Background: an optimization exercise with open tools, aiming at small area, a short achievable clock period and few clock cycles per item. Do not read the settings as production practice.
RTL that was checked went through simulation tests only; none was proved equivalent to the original.
Function not checked in run 1: the RTL went through the layout flow alone.

--- flow/run.sh ---
#!/bin/bash
# synth_recipe.tcl (not shown) runs the flow's synth.tcl, then flattens the netlist and writes it again
# the make line also repeats each setting of config.mk as NAME=value (left out here)
make -C /OpenROAD-flow-scripts/flow DESIGN_CONFIG=/design/flow/config.mk WORK_HOME=/design/flow/orfs CLKGATE_MAP_FILE= SYNTH_SCRIPT=/design/flow/synth_recipe.tcl finish
--- flow/config.mk ---
export PLATFORM = sky130hd
export DESIGN_NAME = MyDesign
export DESIGN_NICKNAME = MyDesign
export VERILOG_FILES = /design/flow/design.v
export SDC_FILE = /design/flow/constraint.sdc
export NUM_CORES = 4
export LEC_CHECK = 0
export ABC_CLOCK_PERIOD_IN_PS = 3000
export CAP_MARGIN = 20
export CORE_MARGIN = 2
export CORE_UTILIZATION = 40
export SETUP_SLACK_MARGIN = 3.5
export SLEW_MARGIN = 20
--- flow/constraint.sdc ---
create_clock -name core_clock -period 6.5 [get_ports {clk}]
set_input_delay 1.3000 -clock core_clock [delete_from_list [all_inputs] [get_ports {clk}]]
set_output_delay 1.3000 -clock core_clock [all_outputs]
set_load 0.01 [all_outputs]
--- flow/design.v ---
module MyDesign
(
	input  wire        go,
	output reg         busy,
	input  wire        reset,
	input  wire        clk,
	output wire [15:0] write_data,
	output wire [11:0] write_address,
	output wire        write_enable,
	output wire [11:0] read_input_address,
	input  wire [15:0] read_input_data,
	output wire [11:0] read_weight_address,
	input  wire [15:0] read_weight_data
);
	localparam S_IDLE = 2'd0, S_RUN = 2'd1, S_FLUSH = 2'd2, S_TAIL = 2'd3;
	reg [1:0]  st;
	reg        bub;         
	reg [4:0]  p;           
	reg [3:0]  g;           
	reg [4:0]  K;           
	reg [4:0]  Kn;          
	reg        endn;        
	reg        l1;          
	reg [9:0]  XB;          
	reg [9:0]  IA;
	reg [11:0] B;           
	reg [11:0] WA;
	reg [11:0] OC;
	assign read_input_address  = {2'b00, IA};
	assign read_weight_address = WA;
	assign write_address       = OC;
	wire       sg   = K[0];                   
	wire [4:0] off1 = {1'b0, K[4:1]};         
	wire [4:0] off2 = K;                      
	wire [5:0] off3 = K + K[4:1];             
	wire [4:0] KP   = K + {4'b0, sg};         
	wire [4:0] Pm1  = {KP[3:0] - 4'd1, 1'b1};  
	wire       lastp = (p == Pm1);
	wire       lastg = (g == K[3:0] - 4'd1);
	wire       adv   = sg ? (p[1:0] == 2'd2) : (p[1:0] == 2'd3);
	wire       blkl  = sg ? (p[4:1] == {KP[3:0] - 4'd1}) : lastp;
	wire       dummy = (p[4:1] >= K);
	reg  t_f, t_w, t_z, t_cap;
	always @(*) begin
		t_f = 1'b0; t_w = 1'b0; t_z = 1'b1; t_cap = 1'b0;
		case (st)
			S_RUN: begin
				if (bub) t_cap = 1'b1;
				else begin
					t_f = (p == 5'd0);
					t_w = ~(l1 & (g == 4'd0));
					t_z = dummy;
				end
			end
			S_FLUSH: begin t_f = 1'b1; t_w = 1'b1; end
			default: ;
		endcase
	end
	reg  [5:0]  incB;
	reg  [11:0] Bn;
	reg  [4:0]  pn;
	reg  [5:0]  offn;
	always @(*) begin
		if (adv) incB = blkl ? (lastg ? off3 + 6'd2 : off3 + 6'd1) : 6'd1;
		else     incB = 6'd0;
		Bn = B + {6'b0, incB};
		pn = lastp ? 5'd0 : p + 5'd1;
		case (sg ? (2'd0 - pn[1:0]) : pn[1:0])
			2'd0: offn = 6'd0;
			2'd1: offn = {1'b0, off1};
			2'd2: offn = {1'b0, off2};
			default: offn = off3;
		endcase
	end
	wire [9:0] XBn = XB + {4'b0, K, 1'b1};    
	always @(posedge clk or negedge reset) begin
		if (!reset) begin
			st <= S_IDLE; busy <= 1'b0; bub <= 1'b0; IA <= 10'd0;
		end else begin
			case (st)
				S_IDLE: begin
					IA <= 10'd0;
					if (go) begin
						busy <= 1'b1;
						st   <= S_RUN;
						bub  <= 1'b1;
						IA   <= {4'b0, read_input_data[6:2], 1'b1};
					end
				end
				S_RUN: begin
					if (bub) begin
						bub <= 1'b0;
						IA  <= XB;
					end else if (!lastp) begin
						IA <= IA + 10'd1;
					end else if (!lastg) begin
						IA <= XB;
					end else if (endn) begin
						st <= S_FLUSH;
					end else begin
						bub <= 1'b1;
						IA  <= XBn + {4'b0, Kn, 1'b0};
					end
				end
				S_FLUSH: st <= S_TAIL;
				default: begin
					if (p == 5'd4) begin
						st   <= S_IDLE;
						busy <= 1'b0;
						IA   <= 10'd0;
					end
				end
			endcase
		end
	end
	always @(posedge clk) begin
		case (st)
			S_IDLE: begin
				K  <= read_input_data[6:2];
				l1 <= 1'b1;
				XB <= 10'd1;
				B  <= 12'd1;
				WA <= 12'd1 + {8'b0, read_input_data[6:3]};
				OC <= 12'd0;
			end
			S_RUN: begin
				if (bub) begin
					p  <= 5'd0;
					g  <= 4'd0;
					WA <= B;
				end else begin
					B <= Bn;
					p <= pn;
					if (lastp) g <= g + 4'd1;
					if (lastp && lastg) begin
						K  <= Kn;
						XB <= XBn;
						l1 <= 1'b0;
						WA <= Bn + {8'b0, Kn[4:1]};
					end else
						WA <= Bn + {6'b0, offn};
				end
			end
			S_FLUSH: p <= 5'd0;
			default: p <= p + 5'd1;
		endcase
		if (write_enable) OC <= OC + 12'd1;
	end
	reg        fA, wA, zA, capA, mA;
	reg [1:0]  pA;
	always @(posedge clk or negedge reset) begin
		if (!reset) fA <= 1'b0;
		else        fA <= t_f;
	end
	always @(posedge clk) begin
		wA <= t_w; zA <= t_z; capA <= t_cap; mA <= sg; pA <= p[1:0];
		if (capA) begin
			Kn   <= read_input_data[6:2];
			endn <= &read_input_data[7:0];
		end
	end
	reg [15:0] X0, X1, X2, X3;
	reg [3:0]  xf;
	reg [3:0]  xw, xm;
	reg [1:0]  xp0, xp1, xp2, xp3;
	always @(posedge clk or negedge reset) begin
		if (!reset) xf <= 4'b0;
		else        xf <= {xf[2:0], fA};
	end
	always @(posedge clk) begin
		X0 <= zA ? 16'd0 : read_input_data;
		X1 <= X0; X2 <= X1; X3 <= X2;
		xw <= {xw[2:0], wA};
		xm <= {xm[2:0], mA};
		xp0 <= pA; xp1 <= xp0; xp2 <= xp1; xp3 <= xp2;
	end
	reg [15:0]  S1;
	reg [15:4]  S2;
	reg [15:8]  S3;
	always @(posedge clk) begin
		S1 <= read_weight_data;
		S2 <= S1[15:4];
		S3 <= S2[15:8];
	end
	wire [3:0] c0 = read_weight_data[3:0];
	wire [3:0] c1 = S1[7:4];
	wire [3:0] c2 = S2[11:8];
	wire [3:0] c3 = S3[15:12];
	wire [15:0] acc0, acc1, acc2, acc3;
	wire [3:0]  we = xf & xw;
	nn_row #(.ODD(0)) r0 (.clk(clk), .x(X0), .f(xf[0]), .m(mA), .pi(pA),
		.c0(c0), .c1(c1), .c2(c2), .c3(c3), .acc(acc0));
	nn_row #(.ODD(1)) r1 (.clk(clk), .x(X1), .f(xf[1]), .m(xm[0]), .pi(xp0),
		.c0(c0), .c1(c1), .c2(c2), .c3(c3), .acc(acc1));
	nn_row #(.ODD(0)) r2 (.clk(clk), .x(X2), .f(xf[2]), .m(xm[1]), .pi(xp1),
		.c0(c0), .c1(c1), .c2(c2), .c3(c3), .acc(acc2));
	nn_row #(.ODD(1)) r3 (.clk(clk), .x(X3), .f(xf[3]), .m(xm[2]), .pi(xp2),
		.c0(c0), .c1(c1), .c2(c2), .c3(c3), .acc(acc3));
	assign write_enable = |we;
	assign write_data = ({16{we[0]}} & acc0) | ({16{we[1]}} & acc1)
	                  | ({16{we[2]}} & acc2) | ({16{we[3]}} & acc3);
endmodule
module nn_row #(parameter ODD = 0)
(
	input  wire        clk,
	input  wire [15:0] x,
	input  wire        f,
	input  wire        m,
	input  wire [1:0]  pi,
	input  wire [3:0]  c0, c1, c2, c3,
	output reg  [15:0] acc
);
	wire [1:0] j = {pi[1] ^ (m & (ODD != 0)), pi[0]};
	reg  [3:0] wn;
	always @(posedge clk) begin
		case (j)
			2'd0: wn <= c0;
			2'd1: wn <= c1;
			2'd2: wn <= c2;
			default: wn <= c3;
		endcase
	end
	wire [15:0] xl = {{8{x[7]}}, x[7:0]};
	wire [15:0] xh = {{8{x[15]}}, x[15:8]};
	wire [15:0] tl = wn[0] ? xl : (wn[1] ? {xl[14:0], 1'b0} : 16'd0);
	wire [15:0] th = wn[2] ? xh : (wn[3] ? {xh[14:0], 1'b0} : 16'd0);
	wire [15:0] pl = tl ^ {16{wn[1]}};
	wire [15:0] ph = th ^ {16{wn[3]}};
	wire [15:0] a  = f ? 16'd0 : acc;
	always @(posedge clk)
		acc <= a + pl + ph + {14'd0, wn[3] & wn[1], wn[3] ^ wn[1]};
endmodule
==> impl_metrics.tcl, run 1 <==
set metrics [dict create \
    postSynthCellCount 1897 \
    dpl-instance-area_um2 19800 \
    start_util_pct 40.6 \
    synth_edf_count 67 \
    drive_above_1_share_pct 30.4 \
    synthTopCellsByCount "187 x dfxtp_1, 163 x ha_1, 151 x inv_1" \
    yosys_register_bits 273 \
    clock-sinks 273 \
    h-tree-depth 2 \
    seq_area_frac_synth_pct 34.5 \
    grt_antenna_before_repair 3 \
    antenna_left 0 \
    synthDistinctLibCells 75 \
    synth_top_family_by_area "adder cells" \
    synthAdderAreaFrac_pct 19.4 \
    grt_max_degree 37 \
    root_buffer "clkbuf_16" \
    drt_iter0_drc 876 \
    die_w_um 216 \
    yosys.area_share.simple_pct 15.6 \
    grt-ovfl-total 0 \
    vias_per_cell 5.39 \
    area_growth_pct 37.0 \
    yosysMostFrequentCell "dfxtp_1" \
    vias 15000 \
    gp_congestion 0.887 \
    drc 0 \
    synth_area_um2 18000 \
    setup_tns_ns 0 \
    yosysTopAreaCell "dfxtp_1" \
    final_nets 2439 \
    io_buffers 86 \
    row_count 77 \
    worstPathArrival_ns 5.09 \
    dp_hpwl_um 33800 \
    die_h_um 216 \
    start_kind "flip-flop" \
    cts_tree "yes" \
    dp_cells 2509 \
    synth_compound_area_share_pct 14.2 \
    worstSkewPairLatency_ns 0.54 \
    hold_viol 0 \
    core_um2 44400 \
    synth_area_leaders "dfxtp_1 21%, ha_1 11%, edfxtp_1 11%" \
    grt_usage_pct 21.8 \
    finalCritPeriodShare_pct 73.1 \
    finalSetupViolations 0 \
    dr.pass1.iters 8 \
    synth_top_area_share_pct 20.7 \
    finalInstanceArea_um2 24700 \
    end_kind "flip-flop" \
    cp_max_fo 5 \
    synthXorXnorAreaFrac_pct 6.54 \
    fmax_ghz 0.210 \
    period_minus_slack_ns 4.75 \
    required_ns 6.84 \
    synthMuxAreaShare_pct 4.81 \
    num-fill-cells 3707 \
    cts_buffers 35 \
    routedWlPerCell_um 18.5 \
    layoutNonFillerInstCount 2787 \
    maxCapViolCount 0 \
    slew_violations 0 \
    hold_class "reg2reg" \
    path_class "reg2reg" \
    path_clk_slew_ns 0.06 \
    clock_path_buffers 3 \
    synth_flop_cell "dfxtp_1" \
    async_reset_ff_share_pct 6.96 \
    grt_first_pass_wirelength_um 81400 \
    grt_setup_unrepaired "yes" \
    status "finished clean" \
    maxSlewHeadroom_pct 54.8 \
    clock_skew_ns 0.0332 \
    totalWireLength_um 51400 \
    grt_pass1_vias 15600 \
    dieArea_um2 46800 \
    syn_area_per_cell_um2 9.51 \
    tightest_slew_ns 0.674 \
    io_pins 89 \
    ys_warn_count 3 \
]
## area by class of cell
| cell class | instances | area [µm²] | share of cell area (%) |
|---|---|---|---|
| timing repair buffer | 305 | 2850 | 11.5 |
| antenna | 2 | 5.00 | 0.0202 |
| sequential | 273 | 6290 | 25.5 |
| clock buffer | 50 | 1000 | 4.06 |
| clock inverter | 12 | 166 | 0.673 |
| multi-input combinational | 1401 | 13100 | 52.9 |
| tap | 592 | 741 | 3.00 |
| inverter | 152 | 589 | 2.38 |
## registers in the layout, indices dropped and copies added, names as in the netlist, 5 cells and up
| signal | flops |
|---|---|
| B | 12 |
| IA | 10 |
| K | 5 |
| Kn | 5 |
| OC | 12 |
| S1 | 12 |
| S2 | 8 |
| WA | 12 |
| X0 | 16 |
| X1 | 16 |
| X2 | 16 |
| X3 | 16 |
| XB | 10 |
| p | 5 |
| r0.acc | 16 |
| r1.acc | 16 |
| r2.acc | 16 |
| r3.acc | 16 |
## critical path, stage by stage, from the launching register on
cell	delay [ns]
edfxtp_1	0.44
buf_4	0.17
buf_6	0.13
ha_4	0.16
inv_1	0.06
fa_2	0.47
inv_2	0.11
ha_2	0.19
a21oi_1	0.08
nor3b_1	0.27
xnor2_1	0.17
nor2_1	0.08
ha_1	0.35
o21a_1	0.13
o31a_1	0.13
buf_6	0.13
or4b_4	0.55
nand2b_4	0.17
buf_4	0.14
a211oi_2	0.21
and3b_1	0.21
o32ai_2	0.20
## per-stage QoR
stage | setup WS [ns] | util [%] | hold WS [ns]
after detailed placement | 1.16 | 44.6 | 0.312
after CTS | 1.90 | 53.6 | 0.326
final | 1.75 | 55.7 | 0.324
after global placement | 1.32 | 44.6 | 0.311
after floorplan | 1.76 | - | 0.310
after global routing | 1.61 | 55.6 | 0.332
## kinds of logic (layout without fill, tap and decap cells)
group | Yosys count | after routing
and+or+nand+nor | 567 | 569
AOI/OAI and AO/OA | 394 | 395
DFF | 273 | 273
adders and majority gates | 236 | 236
buffers and inverters | 227 | 519
xor gates and xnor gates | 133 | 133
muxes | 66 | 66
other | 1 | 4
## per-layer routing
layer,global-route usage (%),vias up,routed length [µm]
met4,7.28,0,1590
met2,38.1,413,25400
met1,27.3,7332,21900
met3,3.56,116,2560
met5,0,-,0
li1,-,7170,-
## path summary, 6_finish.rpt
kind,startpoint,to,slack (ns),cells past startpoint
setup / recovery,K[1],WA[8],1.75,21
setup reg to reg,K[1],WA[8],1.75,21
hold reg to reg,S2[15],S3[15],0.32,0
min in group asynchronous,reset,IA[9],1.12,2
max in group asynchronous,reset,xf[0],5.11,2
hold / removal,S2[15],S3[15],0.32,0
## cells in the final DEF (no fill, tap or decap), types with 27 or more instances in the layout
master / n
a21oi_2: 27
xor2_1: 49
a21oi_1: 84
ha_1: 101
xnor2_1: 68
clkbuf_16: 36
nor2_1: 122
ha_4: 53
o21ai_0: 45
a21o_1: 30
buf_6: 64
buf_4: 149
nand2_1: 133
clkdlybuf4s50_1: 69
fa_1: 59
mux2i_1: 37
dfxtp_1: 170
nand2b_1: 59
inv_1: 122
nand3_1: 36
edfxtp_1: 67
nor2b_1: 43
## repair_timing
action / 4_1_cts / 5_1_grt
gates cloned: 4 / 0
hold buffers: 0 / 0
resized for setup: 393 / 104
setup buffers: 157 / 53
pin swaps: 174 / 114
endpoints found under the setup margin: 122 / 110
==> run 2, diff against run 1 <==
--- a/flow/design.v
+++ b/flow/design.v
@@ -176,5 +176,6 @@
 	end
-	reg [15:0]  S1;
-	reg [15:4]  S2;
-	reg [15:8]  S3;
+	reg [15:0] S1;
+	reg [15:4] S2;
+	reg [15:8] S3;
+	reg [15:12] S4;
 	always @(posedge clk) begin
@@ -183,17 +184,14 @@
 		S3 <= S2[15:8];
-	end
-	wire [3:0] c0 = read_weight_data[3:0];
-	wire [3:0] c1 = S1[7:4];
-	wire [3:0] c2 = S2[11:8];
-	wire [3:0] c3 = S3[15:12];
+		S4 <= S3[15:12];
+	end
 	wire [15:0] acc0, acc1, acc2, acc3;
 	wire [3:0]  we = xf & xw;
-	nn_row #(.ODD(0)) r0 (.clk(clk), .x(X0), .f(xf[0]), .m(mA), .pi(pA),
-		.c0(c0), .c1(c1), .c2(c2), .c3(c3), .acc(acc0));
-	nn_row #(.ODD(1)) r1 (.clk(clk), .x(X1), .f(xf[1]), .m(xm[0]), .pi(xp0),
-		.c0(c0), .c1(c1), .c2(c2), .c3(c3), .acc(acc1));
-	nn_row #(.ODD(0)) r2 (.clk(clk), .x(X2), .f(xf[2]), .m(xm[1]), .pi(xp1),
-		.c0(c0), .c1(c1), .c2(c2), .c3(c3), .acc(acc2));
-	nn_row #(.ODD(1)) r3 (.clk(clk), .x(X3), .f(xf[3]), .m(xm[2]), .pi(xp2),
-		.c0(c0), .c1(c1), .c2(c2), .c3(c3), .acc(acc3));
+	nn_row #(.ODD(0)) r0 (.clk(clk), .x(X0), .f(xf[0]), .m(xm[0]), .pi(xp0),
+		.n0(S1[3:0]), .n1(S2[7:4]), .n2(S3[11:8]), .n3(S4[15:12]), .acc(acc0));
+	nn_row #(.ODD(1)) r1 (.clk(clk), .x(X1), .f(xf[1]), .m(xm[1]), .pi(xp1),
+		.n0(S1[3:0]), .n1(S2[7:4]), .n2(S3[11:8]), .n3(S4[15:12]), .acc(acc1));
+	nn_row #(.ODD(0)) r2 (.clk(clk), .x(X2), .f(xf[2]), .m(xm[2]), .pi(xp2),
+		.n0(S1[3:0]), .n1(S2[7:4]), .n2(S3[11:8]), .n3(S4[15:12]), .acc(acc2));
+	nn_row #(.ODD(1)) r3 (.clk(clk), .x(X3), .f(xf[3]), .m(xm[3]), .pi(xp3),
+		.n0(S1[3:0]), .n1(S2[7:4]), .n2(S3[11:8]), .n3(S4[15:12]), .acc(acc3));
 	assign write_enable = |we;
@@ -209,3 +207,3 @@
 	input  wire [1:0]  pi,
-	input  wire [3:0]  c0, c1, c2, c3,
+	input  wire [3:0]  n0, n1, n2, n3,
 	output reg  [15:0] acc
@@ -214,19 +212,17 @@
 	reg  [3:0] wn;
-	always @(posedge clk) begin
+	always @(*) begin
 		case (j)
-			2'd0: wn <= c0;
-			2'd1: wn <= c1;
-			2'd2: wn <= c2;
-			default: wn <= c3;
-		endcase
-	end
-	wire [15:0] xl = {{8{x[7]}}, x[7:0]};
-	wire [15:0] xh = {{8{x[15]}}, x[15:8]};
-	wire [15:0] tl = wn[0] ? xl : (wn[1] ? {xl[14:0], 1'b0} : 16'd0);
-	wire [15:0] th = wn[2] ? xh : (wn[3] ? {xh[14:0], 1'b0} : 16'd0);
-	wire [15:0] pl = tl ^ {16{wn[1]}};
-	wire [15:0] ph = th ^ {16{wn[3]}};
-	wire [15:0] a  = f ? 16'd0 : acc;
+			2'd0: wn = n0;
+			2'd1: wn = n1;
+			2'd2: wn = n2;
+			default: wn = n3;
+		endcase
+	end
+	wire signed [7:0]  xl = x[7:0];
+	wire signed [7:0]  xh = x[15:8];
+	wire signed [1:0]  wl = wn[1:0];
+	wire signed [1:0]  wh = wn[3:2];
+	wire signed [10:0] s  = xl * wl + xh * wh;
 	always @(posedge clk)
-		acc <= a + pl + ph + {14'd0, wn[3] & wn[1], wn[3] ^ wn[1]};
+		acc <= (f ? 16'd0 : acc) + {{5{s[10]}}, s};
 endmodule
--- a/flow/config.mk
+++ b/flow/config.mk
@@ -7,3 +7,2 @@
 export LEC_CHECK = 0
-export ABC_CLOCK_PERIOD_IN_PS = 3000
 export CAP_MARGIN = 20
@@ -11,3 +10,2 @@
 export CORE_UTILIZATION = 40
-export SETUP_SLACK_MARGIN = 3.5
 export SLEW_MARGIN = 20
==> impl_metrics.tcl, run 2 <==
set metrics [dict create \
    status "finished clean" \
    path_clk_slew_ns 0.06 \
    io_buffers 86 \
    setup_tns_ns 0 \
    end_kind "flip-flop" \
    start_util_pct 40.5 \
    n_antenna_cell 0 \
    synthTopCellsByCount "253 x ha_1, 190 x dfxtp_1, 190 x nor2_1" \
    postSynthCellCount 2060 \
    fmax_ghz 0.165 \
    hold_viol 0 \
    start_kind "flip-flop" \
    synth_top_area_share_pct 19.7 \
    dr.pass1.iters 5 \
    finalSetupViolations 0 \
    maxCapViolCount 0 \
    post-cts-setup-buffers 0 \
    dieArea_um2 50000 \
    cts_buffers 35 \
    finalCritPeriodShare_pct 93.1 \
    hold_class "reg2reg" \
    root_buffer "clkbuf_16" \
    dp_hpwl_um 36500 \
    routedWlPerCell_um 16.9 \
    crit_path_top_delay_cell "or4b_2" \
    clock-sinks 276 \
    h-tree-depth 2 \
    vias_per_cell 5.36 \
    dpl_worst_slack_ns 0.219 \
    grt_antenna_before_repair 0 \
    gp_congestion 0.883 \
    synth_flop_cell "dfxtp_1" \
    cp_max_fo 8 \
    drc 0 \
    drt_iter0_drc 939 \
    clock_path_buffers 3 \
    die_w_um 224 \
    grt_max_degree 42 \
    final_cell_mix "251 x ha_1, 190 x nor2_1, 189 x dfxtp_1" \
    fin_ws_ns 0.450 \
    synth_area_leaders "dfxtp_1 20%, ha_1 16%, edfxtp_1 10%" \
    antenna_left 0 \
    cts_tree "yes" \
    grt_pass1_vias 14900 \
    row_count 80 \
    maxSlewHeadroom_pct 38.7 \
    slew_violations 0 \
    path_buf_inv 2 \
    vias 15000 \
    critPathMaxStageDelay_ns 0.68 \
    seq_area_frac_synth_pct 32.6 \
    grt_first_pass_wirelength_um 76500 \
    yosysTopAreaCell "dfxtp_1" \
    finalInstanceArea_um2 22000 \
    crit_top_cell "a21oi_1" \
    synth_area_um2 19300 \
    final_common_cell "ha_1" \
    dpl-instance-area_um2 20900 \
    io_pins 89 \
    synth_edf_count 67 \
    async_reset_ff_share_pct 6.88 \
    path_class "reg2reg" \
    post_cts_resized 0 \
    tightest_slew_ns 0.913 \
    worstSkewPairLatency_ns 0.54 \
    seq_area_um2 6290 \
    area_growth_pct 14.2 \
    clock_skew_ns 0.0221 \
    yosysMostFrequentCell "ha_1" \
    grt_usage_pct 19.0 \
    drive_above_1_share_pct 6.32 \
    required_ns 6.89 \
    die_h_um 224 \
    critPathTopFamily "compound AO/OA/AOI/OAI gates" \
    period_minus_slack_ns 6.05 \
    worstPathArrival_ns 6.44 \
    grt-ovfl-total 0 \
    yosys_register_bits 276 \
    cts.hold.buffers_added 0 \
    core_um2 47600 \
    synthDistinctLibCells 88 \
    multiInputGateArea_um2 12400 \
    final_nets 2474 \
    syn_area_per_cell_um2 9.36 \
    num-fill-cells 4524 \
    totalWireLength_um 47300 \
    ys_warn_count 3 \
]
[run 2: worst paths after layout]
kind	from	to	slack, ns	cells after the start
worst max-delay path	xm[1]	r1.acc[13]	0.45	25
worst min-delay path	S2[11]	S3[11]	0.32	0
worst max register to register	xm[1]	r1.acc[13]	0.45	25
worst min register to register	S2[11]	S3[11]	0.32	0
max in group asynchronous	reset	xf[2]	5.09	2
min in group asynchronous	reset	IA[9]	1.14	2
[run 2: per-layer routing]
metal / share of wire [%] / global-route usage (%) / vias up
met5: 0 / 0 / -
met4: 2.9 / 6.84 / 0
met3: 4.1 / 2.19 / 75
met2: 48 / 32.8 / 324
met1: 45 / 24.5 / 7091
li1: - / - / 7520
[run 2: logic make-up (layout without fill, tap and decap cells)]
family / Yosys count / count (layout) / share of synthesized area (%)
and+or+nand+nor: 641 / 641 / 16.7
AOI/OAI and AO/OA: 468 / 468 / 16.2
adders and majority gates: 282 / 282 / 19.4
DFF: 276 / 276 / 32.6
xor gates and xnor gates: 199 / 199 / 9.11
buffers and inverters: 152 / 275 / 3.15
muxes: 41 / 41 / 2.73
other: 1 / 2 / 0.0194
[run 2: through the flow]
step	hold slack, ns	util, %	cells
after detailed placement	0.312	43.8	2735
after CTS	0.326	46.2	2799
final	0.323	46.2	2799
after global placement	0.314	43.8	2735
after global routing	0.332	46.2	2799
after floorplan	0.310	-	2061
[run 2: cell type report]
cell class,count,area share [%]
clock buffer,48,4.51
inverter,102,1.74
sequential,276,28.6
multi-input combinational,1633,56.4
clock inverter,16,0.602
tap,615,3.49
timing repair buffer,109,4.69
Testbench counts of run 2, summed over its fixed seeds: cycles 11,403, macs 85,808.

==> what the ideal ports hide <==
Ports are ideal in the flow. The routed layouts listed here were re-timed in OpenROAD.
Step 1: set_driving_cell puts a clkbuf_16 on clk and a buf_2 on each other input, an assumption about the parent block.
Step 2 also shifts input and output timing later by t, the mid clock arrival at the registers, as if the neighbouring blocks saw the same clock.
a / b / c = ideal ports / drivers / drivers and shift; a / b = the first two.
run | t, ns | setup WS [ns] | worst slew at a driven data input, ns | cell pins on the clock port's net
run 1 | 0.587 | 1.747 / 1.747 / 1.747 | 0.05 | 1
run 2 | 0.587 | 0.450 / 0.450 / 0.450 | 0.04 | 1
After both steps setup and hold are still met in every run listed.
